This is an optimization exercise on Yosys and OpenROAD, whose aim is small area, a short achievable clock period and few clock cycles, not a production implementation.
Function not checked in this run: the RTL went through the layout flow alone.
No activity file was given, so power comes from the tool's default toggle rates.

===== standard.sh =====
#!/bin/bash
# synth_recipe.tcl (not shown) runs the flow's synth.tcl, then flattens the netlist and writes it again
# the make line also repeats each setting of config.mk as NAME=value (left out here)
make -C /OpenROAD-flow-scripts/flow DESIGN_CONFIG=/design/flow/config.mk WORK_HOME=/design/flow/orfs CLKGATE_MAP_FILE= SYNTH_SCRIPT=/design/flow/synth_recipe.tcl "${@:-finish}"

===== constraint.sdc =====
create_clock -name core_clock -period 27.0 [get_ports {clk}]
set_input_delay 5.4000 -clock core_clock [delete_from_list [all_inputs] [get_ports {clk}]]
set_output_delay 5.4000 -clock core_clock [all_outputs]
set_load 0.01 [all_outputs]

===== flow/run.sh =====
#!/bin/bash
# The standard ORFS layout (standard.sh) with these changes:
#  - the timing repair steps aim at more setup slack than zero, so that they
#    work on the paths that set the achieved period (SDC, clock period and I/O
#    constraints stay the standard flow's);
#  - ports are buffered with buf_4 rather than the delay cell buffer_ports
#    picks on its own;
#  - CTS clusters somewhat more sinks per leaf buffer and adds no dummy loads.
set -euo pipefail
bash standard.sh \
  SETUP_SLACK_MARGIN=20.3 \
  "BUFFER_PORTS_ARGS=-buffer_cell sky130_fd_sc_hd__buf_4" \
  "CTS_ARGS=-sink_clustering_enable -repair_clock_nets -dont_use_dummy_load -sink_clustering_size 25 -sink_clustering_max_diameter 80" \
  finish > standard.log 2>&1

===== config.mk =====
export PLATFORM = sky130hd
export DESIGN_NAME = CPU_top
export DESIGN_NICKNAME = CPU_top
export VERILOG_FILES = /design/flow/design.v
export SDC_FILE = /design/flow/constraint.sdc
export NUM_CORES = 8
export LEC_CHECK = 0
export CAP_MARGIN = 30
export CORE_MARGIN = 2
export CORE_UTILIZATION = 55
export SLEW_MARGIN = 30
export SYNTH_HIERARCHICAL = 1

===== design.v =====
`timescale 1ns / 1ps
module ALU(
input [63:0] a, b,
input sub,         
input arith,       
input left,        
input s_add, s_sll, s_slt, s_sltu, s_xor, s_sr, s_or, s_and,
output [63:0] sum,
output carry,      
output eq,         
output [63:0] res
    );
    wire [63:0] bx = b ^ {64{sub}};
    wire [63:0] g0 = a & bx;
    wire [63:0] p0 = a ^ bx;
    wire [63:0] G [0:6];
    wire [63:0] P [0:6];
    assign G[0] = {g0[63:1], g0[0] | (p0[0] & sub)};
    assign P[0] = p0;
    genvar l, j;
    generate
        for (l = 0; l < 6; l = l + 1) begin: g_lv
            for (j = 0; j < 64; j = j + 1) begin: g_bit
                if (((j >> l) & 1) == 1) begin: g_op
                    localparam integer k = ((j >> l) << l) - 1;
                    assign G[l+1][j] = G[l][j] | (P[l][j] & G[l][k]);
                    assign P[l+1][j] = P[l][j] & P[l][k];
                end else begin: g_pass
                    assign G[l+1][j] = G[l][j];
                    assign P[l+1][j] = P[l][j];
                end
            end
        end
    endgenerate
    assign sum = p0 ^ {G[6][62:0], sub};
    assign carry = G[6][63];
    wire [63:0] x = a ^ b;
    assign eq = ~|x;
    wire ltu = ~carry;
    wire gtu = carry & ~eq;
    wire slt = (a[63] ^ b[63]) ? a[63] : (a[63] ? gtu : ltu);
    wire [63:0] ain, sr, sl;
    genvar i;
    generate
        for (i = 0; i < 64; i = i + 1) begin: g_rev
            assign ain[i] = left ? a[63-i] : a[i];
            assign sl[i] = sr[63-i];
        end
    endgenerate
    wire f = arith & a[63];
    wire [111:0] x0 = {{48{f}}, ain};
    reg [63:0] r0, r1;
    always @* begin
        case (b[5:4])
            2'd0: r0 = x0[63:0];
            2'd1: r0 = x0[79:16];
            2'd2: r0 = x0[95:32];
            default: r0 = x0[111:48];
        endcase
    end
    wire [75:0] x1 = {{12{f}}, r0};
    always @* begin
        case (b[3:2])
            2'd0: r1 = x1[63:0];
            2'd1: r1 = x1[67:4];
            2'd2: r1 = x1[71:8];
            default: r1 = x1[75:12];
        endcase
    end
    wire [66:0] x2 = {{3{f}}, r1};
    reg [63:0] r2;
    always @* begin
        case (b[1:0])
            2'd0: r2 = x2[63:0];
            2'd1: r2 = x2[64:1];
            2'd2: r2 = x2[65:2];
            default: r2 = x2[66:3];
        endcase
    end
    assign sr = r2;
    assign res = ({64{s_add}} & sum)
               | ({64{s_sll}} & sl)
               | {63'd0, s_slt & slt}
               | {63'd0, s_sltu & ltu}
               | ({64{s_xor}} & x)
               | ({64{s_sr}} & sr)
               | ({64{s_or}} & (a | b))
               | ({64{s_and}} & (a & b));
endmodule
`timescale 1ns / 1ps
module branch_detection(
input [31:0] w,
input [11:0] pc,
output pt,
output [63:0] tgt
    );
    wire w_jal = (w[6:0] == 7'b1101111) & ({w[31], w[19:12], w[20], w[30:21]} != 20'd1);
    wire w_bb = (w[6:0] == 7'b1100011) & w[31];
    assign pt = w_jal | w_bb;
    wire [22:0] off = w[2] ? {w[31], w[31], w[19:12], w[20], w[30:21], 2'b00}
                           : {{9{w[31]}}, w[31], w[7], w[30:25], w[11:8], 2'b00};
    wire [23:0] t = {12'd0, pc} + {off[22], off};
    assign tgt = {{40{t[23]}}, t};
endmodule
`timescale 1ns / 1ps
module control_unit(
input [31:0] w,
output [31:0] rs1_oh, rs2_oh,    
output c_op, c_opi, c_ld, c_st, c_br, c_jal, c_jalr,
output c_use1, c_use2, c_wr, c_ldw,
output c_sub, c_arith, c_left,
output s_add, s_sll, s_slt, s_sltu, s_xor, s_sr, s_or, s_and, s_link,
output b_rs2, b_immi, b_imms,
output t_eq, t_ne, t_lt, t_ge, t_ltu, t_geu, c_pt
    );
    wire [6:0] op = w[6:0];
    wire [2:0] f3 = w[14:12];
    wire [4:0] rs1 = w[19:15];
    wire [4:0] rs2 = w[24:20];
    wire rdnz = (w[11:7] != 5'd0);
    wire alt = w[30];
    genvar i;
    generate
        for (i = 0; i < 32; i = i + 1) begin: g_oh
            assign rs1_oh[i] = (rs1 == i);
            assign rs2_oh[i] = (rs2 == i);
        end
    endgenerate
    assign c_op   = (op == 7'b0110011);
    assign c_opi  = (op == 7'b0010011);
    assign c_ld   = (op == 7'b0000011);
    assign c_st   = (op == 7'b0100011);
    assign c_br   = (op == 7'b1100011);
    assign c_jal  = (op == 7'b1101111);
    assign c_jalr = (op == 7'b1100111);
    wire alu = c_op | c_opi;
    wire ft_b = ({w[31], w[7], w[30:25], w[11:8]} == 12'd1);
    wire ft_j = ({w[31], w[19:12], w[20], w[30:21]} == 20'd1);
    wire brt = c_br & ~ft_b;
    assign c_use1 = c_op | c_opi | c_ld | c_st | c_br | c_jalr;
    assign c_use2 = c_op | c_st | c_br;
    assign c_wr = (alu | c_jal | c_jalr) & rdnz;
    assign c_ldw = c_ld & rdnz;
    assign c_sub = c_br | (alu & (f3 == 3'b010 || f3 == 3'b011)) | (c_op & f3 == 3'b000 & alt);
    assign c_arith = alt & (f3 == 3'b101);
    assign c_left = (f3 == 3'b001);
    assign s_add = alu & (f3 == 3'b000);
    assign s_sll = alu & (f3 == 3'b001);
    assign s_slt = alu & (f3 == 3'b010);
    assign s_sltu = alu & (f3 == 3'b011);
    assign s_xor = alu & (f3 == 3'b100);
    assign s_sr = alu & (f3 == 3'b101);
    assign s_or = alu & (f3 == 3'b110);
    assign s_and = alu & (f3 == 3'b111);
    assign s_link = c_jal | c_jalr;
    assign b_rs2 = c_op | c_br;
    assign b_immi = c_opi | c_ld | c_jalr;
    assign b_imms = c_st;
    assign t_eq = brt & (f3 == 3'b000);
    assign t_ne = brt & (f3 == 3'b001);
    assign t_lt = brt & (f3 == 3'b100);
    assign t_ge = brt & (f3 == 3'b101);
    assign t_ltu = brt & (f3 == 3'b110);
    assign t_geu = brt & (f3 == 3'b111);
    assign c_pt = (c_jal & ~ft_j) | (c_br & w[31]);
endmodule
`timescale 1ns / 1ps
module rdmux(
input [31:1] sel,
input [64*31-1:0] d,
output [63:0] o
    );
    reg [63:0] m;
    integer k;
    always @* begin
        m = 64'd0;
        for (k = 1; k < 32; k = k + 1)
            m = m | ({64{sel[k]}} & d[64*(k-1) +: 64]);
    end
    assign o = m;
endmodule
`timescale 1ns / 1ps
module CPU_top(
input clk, rstn,
output imem_en,
output [63:0] imem_addr,
input [31:0] imem_rdata,
output dmem_re, dmem_we,
output [63:0] dmem_addr, dmem_wdata,
input [63:0] dmem_rdata
    );
    wire rst = ~rstn;
    reg [63:0] pcf;           
    reg        en;            
    reg        rv;            
    reg [11:0] rpc;           
    reg [31:0] ir;            
    reg [11:0] irpc;
    reg        irv;
    reg [31:0] ib;            
    reg [11:0] ibpc;
    reg        ibv;
    reg        mv, wv;        
    reg [4:0]  mrd, wrd;
    reg        ldrv;          
    reg [4:0]  ldrrd;
    reg [63:0] ldr;
    reg        resv;          
    reg [4:0]  resrd;
    reg [63:0] res;
    reg        dwe, dre;
    reg [11:3] daddr;         
    reg [63:0] dwdata;
    reg [64*31-1:0] rf;       
    reg [31:1] rfv;           
    reg c_op, c_opi, c_ld, c_st, c_br, c_jal, c_jalr;
    reg c_use1, c_use2, c_wr, c_ldw;
    reg c_sub, c_arith, c_left;
    reg s_add, s_sll, s_slt, s_sltu, s_xor, s_sr, s_or, s_and, s_link;
    reg b_rs2, b_immi, b_imms;
    reg t_eq, t_ne, t_lt, t_ge, t_ltu, t_geu, c_pt;
    reg [31:1] sel1, sel2;    
    reg sr1, sr2;             
    reg sl1, sl2;             
    reg x2a, x2b;             
    assign imem_en = en;
    assign imem_addr = pcf;
    assign dmem_we = dwe;
    assign dmem_re = dre;
    assign dmem_addr = {52'd0, daddr, 3'b000};
    assign dmem_wdata = dwdata;
    wire [4:0] rs1 = ir[19:15];
    wire [4:0] rs2 = ir[24:20];
    wire [4:0] rd  = ir[11:7];
    wire haz1 = c_use1 & ((mv & (mrd == rs1)) | (wv & (wrd == rs1)));
    wire haz2 = c_use2 & ((mv & (mrd == rs2)) | (wv & (wrd == rs2)));
    wire hazw = c_wr & mv & (wv | (ldrv & resv));
    wire fire = irv & ~(haz1 | haz2 | hazw);
    wire wdx = fire & c_wr;
    wire [63:0] p1, p2;
    rdmux rd1(.sel(sel1), .d(rf), .o(p1));
    rdmux rd2(.sel(sel2), .d(rf), .o(p2));
    wire [63:0] va = p1 | ({64{sl1}} & ldr) | ({64{sr1}} & res) | {52'd0, x2a, 11'd0};
    wire [63:0] vb = p2 | ({64{sl2}} & ldr) | ({64{sr2}} & res) | {52'd0, x2b, 11'd0};
    wire [63:0] imm_i = {{52{ir[31]}}, ir[31:20]};
    wire [63:0] imm_s = {{52{ir[31]}}, ir[31:25], ir[11:7]};
    wire [63:0] bop = ({64{b_rs2}} & vb) | ({64{b_immi}} & imm_i) | ({64{b_imms}} & imm_s);
    wire [63:0] sum, alu_res;
    wire carry, eq;
    ALU ALU(
    .a(va), .b(bop),
    .sub(c_sub), .arith(c_arith), .left(c_left),
    .s_add(s_add), .s_sll(s_sll), .s_slt(s_slt), .s_sltu(s_sltu),
    .s_xor(s_xor), .s_sr(s_sr), .s_or(s_or), .s_and(s_and),
    .sum(sum), .carry(carry), .eq(eq), .res(alu_res)
    );
    wire [12:0] link = {1'b0, irpc} + 13'd4;
    wire taken = (t_eq & eq) | (t_ne & ~eq) | (t_lt & sum[63]) | (t_ge & ~sum[63])
               | (t_ltu & ~carry) | (t_geu & carry);
    wire [22:0] off_b = {{9{ir[31]}}, ir[31], ir[7], ir[30:25], ir[11:8], 2'b00};
    wire [23:0] tgt = {12'd0, irpc} + (c_pt ? 24'd4 : {off_b[22], off_b});
    wire redir = fire & ((c_br & (taken ^ c_pt)) | c_jalr);
    wire [63:0] target = c_jalr ? sum : {{40{tgt[23]}}, tgt};
    wire pt;
    wire [63:0] ptgt;
    branch_detection predict(.w(imem_rdata), .pc(rpc), .pt(pt), .tgt(ptgt));
    wire irfree = ~irv | fire;
    wire take = rv & ~ibv;                
    wire pred = take & pt;
    wire ibv_n = ~redir & (irfree ? 1'b0 : (ibv | rv));
    wire [63:0] pcf_seq = pred ? ptgt : (en ? pcf + 64'd4 : pcf);
    always @(posedge clk) begin
        if (rst) begin
            pcf <= 64'd0;
            en <= 1'b1;
            rv <= 1'b0;
            irv <= 1'b0;
            ibv <= 1'b0;
        end else begin
            en <= ~ibv_n;
            ibv <= ibv_n;
            pcf <= redir ? target : pcf_seq;
            rv <= ~redir & ~pred & (en | (rv & ~take));
            if (redir) irv <= 1'b0;
            else if (irfree) irv <= ibv | rv;
        end
    end
    always @(posedge clk) begin
        if (en) rpc <= pcf[11:0];
        if (irfree) begin
            ir <= ibv ? ib : imem_rdata;
            irpc <= ibv ? ibpc : rpc;
        end
        if (~irfree & ~ibv) begin
            ib <= imem_rdata;
            ibpc <= rpc;
        end
    end
    wire wl = ldrv & ~resv;
    wire [4:0] wa = resv ? resrd : ldrrd;
    wire [63:0] wd = resv ? res : ldr;
    wire kill_m = wdx & (mrd == rd);
    wire kill_w = wdx & (wrd == rd);
    wire kill_l = wdx & (ldrrd == rd);
    wire ldnew = wv & ~kill_w;
    wire ldrv_n = ldnew | (ldrv & ~(wl | kill_l));
    wire [4:0] ldrrd_n = ldnew ? wrd : ldrrd;
    wire [31:1] wdec;
    wire [31:1] rfv_n;
    genvar gi;
    generate
        for (gi = 1; gi < 32; gi = gi + 1) begin: g_rf
            assign wdec[gi] = (resv | wl) & (wa == gi);
            assign rfv_n[gi] = rfv[gi] | wdec[gi];
            always @(posedge clk)
                if (wdec[gi]) rf[64*(gi-1) +: 64] <= wd;
        end
    endgenerate
    always @(posedge clk) begin
        if (rst) begin
            rfv <= 31'd0;
            dwe <= 1'b0;
            dre <= 1'b0;
            mv <= 1'b0;
            wv <= 1'b0;
            ldrv <= 1'b0;
            resv <= 1'b0;
        end else begin
            rfv <= rfv_n;
            dwe <= fire & c_st;
            dre <= fire & c_ld;
            mv <= fire & c_ldw;
            wv <= mv & ~kill_m;
            ldrv <= ldrv_n;
            resv <= wdx;
        end
    end
    always @(posedge clk) begin
        daddr <= sum[11:3];
        dwdata <= vb;
        mrd <= rd;
        wrd <= mrd;
        if (ldnew) ldr <= dmem_rdata;
        ldrrd <= ldrrd_n;
        res <= alu_res | {51'd0, {13{s_link}} & link};
        resrd <= rd;
    end
    wire take_rd = irfree & ~ibv;
    wire [31:0] hold = irfree ? ib : ir;
    wire [31:0] r1_r, r2_r, r1_h, r2_h;
    wire [32:0] k_r, k_h;
    control_unit dec_r(
    .w(imem_rdata), .rs1_oh(r1_r), .rs2_oh(r2_r),
    .c_op(k_r[0]), .c_opi(k_r[1]), .c_ld(k_r[2]), .c_st(k_r[3]), .c_br(k_r[4]),
    .c_jal(k_r[5]), .c_jalr(k_r[6]), .c_use1(k_r[7]), .c_use2(k_r[8]), .c_wr(k_r[9]),
    .c_ldw(k_r[10]), .c_sub(k_r[11]), .c_arith(k_r[12]), .c_left(k_r[13]),
    .s_add(k_r[14]), .s_sll(k_r[15]), .s_slt(k_r[16]), .s_sltu(k_r[17]), .s_xor(k_r[18]),
    .s_sr(k_r[19]), .s_or(k_r[20]), .s_and(k_r[21]), .s_link(k_r[22]),
    .b_rs2(k_r[23]), .b_immi(k_r[24]), .b_imms(k_r[25]),
    .t_eq(k_r[26]), .t_ne(k_r[27]), .t_lt(k_r[28]), .t_ge(k_r[29]),
    .t_ltu(k_r[30]), .t_geu(k_r[31]), .c_pt(k_r[32])
    );
    control_unit dec_h(
    .w(hold), .rs1_oh(r1_h), .rs2_oh(r2_h),
    .c_op(k_h[0]), .c_opi(k_h[1]), .c_ld(k_h[2]), .c_st(k_h[3]), .c_br(k_h[4]),
    .c_jal(k_h[5]), .c_jalr(k_h[6]), .c_use1(k_h[7]), .c_use2(k_h[8]), .c_wr(k_h[9]),
    .c_ldw(k_h[10]), .c_sub(k_h[11]), .c_arith(k_h[12]), .c_left(k_h[13]),
    .s_add(k_h[14]), .s_sll(k_h[15]), .s_slt(k_h[16]), .s_sltu(k_h[17]), .s_xor(k_h[18]),
    .s_sr(k_h[19]), .s_or(k_h[20]), .s_and(k_h[21]), .s_link(k_h[22]),
    .b_rs2(k_h[23]), .b_immi(k_h[24]), .b_imms(k_h[25]),
    .t_eq(k_h[26]), .t_ne(k_h[27]), .t_lt(k_h[28]), .t_ge(k_h[29]),
    .t_ltu(k_h[30]), .t_geu(k_h[31]), .c_pt(k_h[32])
    );
    wire [32:0] k_n = take_rd ? k_r : k_h;
    wire [31:0] r1_n = take_rd ? r1_r : r1_h;
    wire [31:0] r2_n = take_rd ? r2_r : r2_h;
    wire [4:0] resrd_n = rd;
    wire [31:0] onres, onldr;
    generate
        for (gi = 0; gi < 32; gi = gi + 1) begin: g_src
            assign onres[gi] = wdx & (resrd_n == gi);
            assign onldr[gi] = ldrv_n & (ldrrd_n == gi);
        end
    endgenerate
    wire [31:1] rfok_n = rfv_n & ~onres[31:1] & ~onldr[31:1];
    always @(posedge clk) begin
        {c_pt, t_geu, t_ltu, t_ge, t_lt, t_ne, t_eq, b_imms, b_immi, b_rs2, s_link, s_and, s_or, s_sr,
         s_xor, s_sltu, s_slt, s_sll, s_add, c_left, c_arith, c_sub, c_ldw, c_wr,
         c_use2, c_use1, c_jalr, c_jal, c_br, c_st, c_ld, c_opi, c_op} <= k_n;
        sel1 <= r1_n[31:1] & rfok_n;
        sel2 <= r2_n[31:1] & rfok_n;
        sr1 <= |(r1_n & onres);
        sr2 <= |(r2_n & onres);
        sl1 <= |(r1_n & onldr);
        sl2 <= |(r2_n & onldr);
        x2a <= r1_n[2] & ~rfv_n[2] & ~onres[2] & ~onldr[2];
        x2b <= r2_n[2] & ~rfv_n[2] & ~onres[2] & ~onldr[2];
    end
endmodule

==> run_results.csv <==
group,metric,value,unit
status,status,"complete, no violations",
drt,first_pass_iters,13,
setup_path,path_class,"flop to flop",
clocking,clk_latency,0.89,ns
final_layout,final_common_cell,"edfxtp_1",
synthesis,syn_avg_cell_area,12.57,um^2
timing,timing.hold.ws,0.4642,ns
final_layout,fin_cells,12950,
final_layout,drive_above_1_share,20.57,%
hold_path,hold_path.class,"flop to flop",
synthesis,yosysWarnings,9,
pwr,peakVddDrop,0.07038,mV
placed_design,io_buffers,237,
placed_design,gp_congestion,1.049,
timing,setup_viol,0,
setup_path,cp-end-kind,"flop",
timing,rsz0062_at_grt,"yes",
drt,wirelength,567200,um
timing,tightestPinTransition,1.326,ns
setup_path,cp.arrival,8.35,ns
drt,drc_errors,0,
timing,max_freq,129.9,MHz
timing,timing.final.crit_share,28.51,%
clocking,cts_tree,"yes",
drt,ant_nets,0,
final_layout,final_area,137600,um^2
placed_design,placed_cells,12440,
drt,vias,103100,
grt,antenna_found_initial,66,
setup_path,worst_path_max_delay_cell,"or4_1",
setup_path,critPathMaxFanout,26,
floorplan,die_w,477.1,um
timing,report.final.slew_viol_count,0,
pwr,leakagePower,0.04676,uW
grt,grt_overflow_total,0,
floorplan,start_util,55.38,%
clocking,cts_buffers,139,
grt,grt_pass1_wl,763600,um
floorplan,placement_rows,173,
timing,relSlewSlack,11.28,%
floorplan,die-area,227600,um^2
timing,hold_viol_final,0,
setup_path,required,27.65,ns
final_layout,fillers,16890,
timing,fin_tns_setup,0,ns
clocking,cts-root-buf,"clkbuf_16",
setup_path,crit_top_cell,"buf_6",
flow_run,cap_violations,0,
clocking,clkSinkCount,2503,
pwr,powerDensity,47.03,nW/um^2
drt,drt-initial-drc-count,20150,
synthesis,syn-cell-area,123100,um^2
drt,wl_per_cell,43.79,um
floorplan,coreArea,222300,um^2
setup_path,max_stage_delay,0.69,ns
synthesis,syn_inst,9793,
clocking,path_clk_slew,0.10,ns
final_layout,area_growth_syn_to_layout,11.78,%
timing,fin_crit,7.699,ns
grt,grt_max_degree,65,
clocking,clockBufferDepth,3,
placed_design,place_area,127500,um^2
placed_design,hpwl,355800,um
floorplan,pin_count,293,
floorplan,dieHeight,477.1,um
timing,fin_skew,0.1256,ns
final_layout,fin_nets,10230,
setup_path,start_kind,"flop",
drt,routed_via_density,7.957,
final_layout,post-route-util,61.90,%
clocking,htreeDepth,4,
final_layout,final_cell_mix,"2148 x edfxtp_1, 1563 x a22oi_1, 514 x buf_4",
grt,grt_use_total,47.86,%
grt,grt_pass1_vias,94780,
repair_timing:
action / CTS / global route
hold buffers: 0 / 0
cloned: 32 / 5
pin swaps: 69 / 64
setup buffers: 203 / 63
resized for setup: 623 / 164
hold endpoints to repair: 0 / 0
endpoints found under the setup margin: 204 / 157
critical path, delay by kind of cell, from the launching register on:
kind | cells | cell delay [ns]
xor+xnor | 2 | 0.33
buf+inv | 6 | 1.16
fa+ha+maj | 1 | 0.49
compound gates | 11 | 2.94
mux | 1 | 0.22
flops | 1 | 0.50
simple gates | 7 | 1.76
power breakdown:
part | switching [uW] | leakage [uW] | internal (uW) | total, uW
clock | 1240 | 0.00171 | 918 | 2150
sequential | 14.0 | 0.0224 | 4130 | 4140
combinational | 114 | 0.0226 | 61.9 | 176
worst paths after layout:
path | depth (start not counted) | slack (ns) | startpoint | to
min | 2 | 0.46 | rfv[3] | rfv[3]
max | 28 | 19.30 | sel1[30] | pcf[46]
min reg2reg | 2 | 0.46 | rfv[3] | rfv[3]
max reg2reg | 28 | 19.30 | sel1[30] | pcf[46]
registers in the layout, summed over array words and instances (netlist names), 5 cells and up:
name and cells:
rf 1984, dwdata 64, ldr 64, pcf 64
res 64, ib 32, ir 32, rfv 31
sel1 31, sel2 31, ibpc 12, irpc 12
rpc 12, daddr 9, ldrrd 5, resrd 5
wrd 5
final cells by class:
class | count | area, um^2 | share of cell area (%)
clock buffers | 139 | 3478 | 2.528
well taps | 2975 | 3722 | 2.705
inverters | 206 | 785.8 | 0.5711
diodes | 68 | 170.2 | 0.1237
repair buffers | 773 | 8250 | 5.996
multi-input cells | 6287 | 48970 | 35.59
flip-flops and latches | 2503 | 72230 | 52.49
per-stage QoR:
stage	power, uW	worst slack [ns]
after CTS	6440	19.65
final	6472	19.30
after detailed placement	4382	17.05
after global placement	4380	17.06
after global routing	6586	19.34
after floorplan	4329	18.82
layer usage:
| metal | up-vias | wire (um) | GRT usage [%] |
|---|---|---|---|
| li1 | 39780 | - | - |
| met1 | 50700 | 191000 | 59.06 |
| met2 | 10090 | 236900 | 69.05 |
| met3 | 2446 | 88710 | 18.61 |
| met4 | 42 | 50080 | 33.12 |
| met5 | - | 437 | 0.5462 |

[re-timing with driven ports]
No port has a modelled driver above. Below, the same layout with a new extraction and two added sets of constraints. Step 1 (the two cells are an assumption about what drives the block):
set clk [get_ports {clk}]
set_driving_cell -lib_cell sky130_fd_sc_hd__clkbuf_16 $clk
set_driving_cell -lib_cell sky130_fd_sc_hd__buf_2 [delete_from_list [all_inputs] $clk]
Step 2 moves the port delays by t, midway between the first and last clock arrival at a register: inputs arrive t later, outputs are due t later. That takes back most of the time a late clock gives input paths. Slacks: no drivers / after step 1 / after step 2; pairs: no drivers / after step 1.
t (ns): 0.920
slack for setup (ns): 19.301 / 19.301 / 18.641
hold slack, ns: 0.464 / 0.464 / 0.464
worst slew at a driven data input, ns: 0.26
After both steps this run still meets setup and hold. The setup slack of this run moves by 0.000 ns with the drivers and by -0.660 ns with both steps.
